Source: an optimization exercise on an open RTL-to-GDS flow (aim: small area, a short achievable clock period and few clock cycles per item). Production flows keep margins and buffers that such runs may drop. In this exercise RTL edits were held to simulation tests only and were not proved equivalent to the original.

== trial 56 ==
Design mac_acc_unit, start of the top module:
module mac_acc_unit (
  input               io_ina_valid,
  output              io_ina_ready,
  input      [31:0]   io_ina_payload,
  input               io_inb_valid,
  output              io_inb_ready,
  input      [31:0]   io_inb_payload,
  output              io_out_valid,
  input               io_out_ready,
  output     [31:0]   io_out_payload,
  input               io_acc_enable,
  input      [15:0]   io_par_acc_cnt,
  input               clk,
  input               reset
);
  reg         a_v, b_v;
  reg  [31:0] a_r, b_r;
  reg         m_v;
  reg         m_s;
  reg  [9:0]  m_e;
  reg  [25:0] m_ph;
  reg         m_pl, m_cn, m_ci, m_cz;
  reg         q_v;
  reg  [9:0]  q_d;         
  reg         q_ge, q_lt;  
  reg         q_d0, q_d1;  
  reg  [31:0] q_r;
  reg         q_z, q_i, q_n;
  reg         s_s;
  reg  [30:0] s_r;
  reg         s_z, s_i, s_n;
  reg         emp;         
  reg         js;          
  reg         acc_rdy;     
  reg         lastf;       
  reg         donef;       
  reg  [15:0] cnt;         
  reg         o_v;
  reg  [31:0] o_r;
  wire consume  = q_v & acc_rdy;
  wire q_adv    = m_v & (~q_v | acc_rdy);
  wire ab_adv   = a_v & b_v & (~m_v | ~q_v | acc_rdy);
  assign io_ina_ready = ~a_v | ab_adv;
  assign io_inb_ready = ~b_v | ab_adv;
  wire start    = ~js & io_acc_enable & ~o_v;
  wire complete = js & (donef | (consume & lastf));
  wire js_n     = (js & ~complete) | start;
  wire emp_n    = complete | (emp & ~consume);
  wire [15:0] cnt_n = complete ? 16'd0 : (cnt + {15'd0, consume});
  ...
Size: about 5800 cells after synthesis, ~250 flip-flops, roughly 120 I/O pins.
export LEC_CHECK = 0
export CAP_MARGIN = 20
export CORE_MARGIN = 2
export CORE_UTILIZATION = 55
export PLACE_DENSITY = 0.7
export SETUP_SLACK_MARGIN = 5
export SLEW_MARGIN = 20
export TNS_END_PERCENT = 0
create_clock -name core_clock -period 15.0 [get_ports {clk}]
standard.sh (not shown) runs the stock make flow with config.mk's settings and CLKGATE_MAP_FILE= SYNTH_SCRIPT=/design/flow/synth_recipe.tcl, a recipe that flattens the netlist after the stock synthesis.
==> flow/flow/run.sh <==
#!/bin/bash
set -euo pipefail
bash standard.sh synth > synth.log 2>&1
bash standard.sh SETUP_SLACK_MARGIN=9 finish > layout.log 2>&1
Testbench counts of trial 56, summed over its fixed seeds: cycles 21,435, items 20,434.
Relative to trial 56, the following input files were edited for trial 83:
--- a/flow/design.v
+++ b/flow/design.v
@@ -1038,31 +1038,29 @@
   input      [7:0]    eb,
   input      [23:0]   mb,
   input               zb,
   input               ib,
   input               nb,
   input      [9:0]    d,        
   input               a_ge,     
   input               b_gt,     
-  input               d0,       
-  input               d1,       
   input      [7:0]    en,       
   input      [9:0]    dz,       
   input               dz_ge,    
   output reg [31:0]   res,
   output reg          rz,
   output reg          ri,
   output reg          rn,
   output     [9:0]    dn,       
-  output              dn_ge,    
-  output              dn0,      
-  output              dn1       
+  output              dn_ge     
 );
   wire        sub  = sa ^ sb;
+  wire        d0   = ~|d;
+  wire        d1   = (d == 10'd1);
   wire        near = sub & (d0 | d1);
   wire [7:0]  emax = b_gt ? eb : ea;
   wire        fsx = b_gt ? sb : sa;
   wire [23:0] fmx = a_ge ? ma : mb;
   wire [23:0] fmy = b_gt ? ma : mb;
   wire [26:0] yf  = {fmy, 3'b000};
   wire        dbig = |d[9:5];
   wire [26:0] ysh = dbig ? 27'd0 : (yf >> d[4:0]);
@@ -1181,19 +1179,16 @@
   wire       s_m1 = s_f & ~zb & fdm1;
   wire       s_0  = s_f & (zb | fd0);
   wire       s_p1 = s_f & ~zb & fd1;
   wire       s_p2 = s_f & ~zb & fd2;
   assign dn = ({10{s_z}} & dz) | ({10{s_n}} & an) | ({10{s_m1}} & am1) | ({10{s_0}} & a0) |
               ({10{s_p1}} & ap1) | ({10{s_p2}} & ap2);
   assign dn_ge = (s_z & dz_ge) | (s_n & ~tn[9]) | (s_m1 & ~tm1[9]) | (s_0 & ~t[9]) |
                  (s_p1 & ~tp1[9]) | (s_p2 & ~tp2[9]);
-  assign dn0 = (s_z & ~|dz) | (s_n & ~|tn) | (s_m1 & ~|tm1) | (s_0 & ~|t) | (s_p1 & ~|tp1) | (s_p2 & ~|tp2);
-  assign dn1 = (s_z & (dz == 10'd1)) | (s_n & (an == 10'd1)) | (s_m1 & (am1 == 10'd1)) | (s_0 & (a0 == 10'd1)) |
-               (s_p1 & (ap1 == 10'd1)) | (s_p2 & (ap2 == 10'd1));
 endmodule
 module mac_acc_unit (
   input               io_ina_valid,
   output              io_ina_ready,
   input      [31:0]   io_ina_payload,
   input               io_inb_valid,
   output              io_inb_ready,
   input      [31:0]   io_inb_payload,
@@ -1210,17 +1205,16 @@
   reg         m_v;
   reg         m_s;
   reg  [9:0]  m_e;
   reg  [25:0] m_ph;
   reg         m_pl, m_cn, m_ci, m_cz;
   reg         q_v;
   reg  [9:0]  q_d;         
   reg         q_ge, q_lt;  
-  reg         q_d0, q_d1;  
   reg  [31:0] q_r;
   reg         q_z, q_i, q_n;
   reg         s_s;
   reg  [30:0] s_r;
   reg         s_z, s_i, s_n;
   reg         emp;         
   reg         js;          
   reg         acc_rdy;     
@@ -1253,26 +1247,26 @@
   wire        r_z_w, r_i_w, r_n_w;
   wire [7:0]  r_en;
   fp_mul_round u_round (
     .s(m_s), .esum(m_e), .ph(m_ph), .pl(m_pl), .cn(m_cn), .ci(m_ci), .cz(m_cz),
     .res(r_w), .rz(r_z_w), .ri(r_i_w), .rn(r_n_w), .en(r_en));
   wire [31:0] add_w;
   wire        add_z, add_i, add_n;
   wire [9:0]  add_dn;
-  wire        add_dn_ge, add_dn0, add_dn1;
+  wire        add_dn_ge;
   wire [9:0]  rs_d  = {2'b00, r_en} - {2'b00, s_r[30:23]};
   wire [9:0]  rs_nd = {2'b00, s_r[30:23]} - {2'b00, r_en};
   wire [9:0]  rs_abs = rs_d[9] ? rs_nd : rs_d;
   fp_add_core u_add (
     .sa(q_r[31]), .ea(q_r[30:23]), .ma({~q_z, q_r[22:0]}), .za(q_z), .ia(q_i), .na(q_n),
     .sb(s_s), .eb(s_r[30:23]), .mb({~s_z, s_r[22:0]}), .zb(s_z), .ib(s_i), .nb(s_n),
-    .d(q_d), .a_ge(q_ge), .b_gt(q_lt), .d0(q_d0), .d1(q_d1), .en(r_en),
+    .d(q_d), .a_ge(q_ge), .b_gt(q_lt), .en(r_en),
     .dz(rs_abs), .dz_ge(~rs_d[9]),
-    .res(add_w), .rz(add_z), .ri(add_i), .rn(add_n), .dn(add_dn), .dn_ge(add_dn_ge), .dn0(add_dn0), .dn1(add_dn1));
+    .res(add_w), .rz(add_z), .ri(add_i), .rn(add_n), .dn(add_dn), .dn_ge(add_dn_ge));
   always @(posedge clk or posedge reset) begin
     if (reset) begin
       a_v <= 1'b0;
       b_v <= 1'b0;
       m_v <= 1'b0;
       q_v <= 1'b0;
       emp <= 1'b1;
       js <= 1'b0;
@@ -1311,20 +1305,18 @@
       m_s <= p_s; m_e <= p_e; m_ph <= p_ph; m_pl <= p_pl;
       m_cn <= p_cn; m_ci <= p_ci; m_cz <= p_cz;
     end
     if (q_adv) begin
       q_r <= r_w; q_z <= r_z_w; q_i <= r_i_w; q_n <= r_n_w;
     end
     if (consume) begin
       q_d <= add_dn; q_ge <= add_dn_ge; q_lt <= ~add_dn_ge;
-      q_d0 <= add_dn0; q_d1 <= add_dn1;
     end else if (q_adv) begin
       q_d <= rs_abs; q_ge <= ~rs_d[9]; q_lt <= rs_d[9];
-      q_d0 <= ~|rs_abs; q_d1 <= (rs_abs == 10'd1);
     end
     if (consume) begin
       s_r <= add_w[30:0];
     end
     if (complete) o_r <= consume ? add_w : {s_s, s_r};
   end
   assign io_out_valid = o_v;
   assign io_out_payload = o_r;
### Flow results
Final period demand of the worst path: lower on trial 56. Between trial 56 and trial 83, the flow reports fmax decreasing by a few percent. Re fraction of area in registers: trial 56 and trial 83 aren't equal, and the higher value belongs to trial 56. Status trial 83: flow complete, layout not clean - max-capacitance violations, max-slew violations.
Testbench counts of trial 83, summed over its fixed seeds: cycles 21,435, items 20,434.

-- what the ideal ports hide --
How much do the figures lean on ideal ports? The routed layouts below were timed once more, with nothing changed but the port constraints.
Step 1 assumes that a clkbuf_16 drives the clock port and a buf_2 every other input.
Step 2 adds t to the input delays and takes it off the output delays; t is the mean of the earliest and latest rising clock arrival at the registers after step 1. Input paths then give back, and output paths get back, about the clock's delay inside the block.
Three values: ideal, step 1, step 2; two values: the first two.
run	t, ns	setup WS [ns]	worst setup path at the end	worst register clock-pin slew, ns
trial 56	0.669	7.560 / 7.560 / 7.560	register to register	0.08 / 0.08
trial 83	0.667	7.297 / 7.297 / 7.297	register to register	0.07 / 0.07
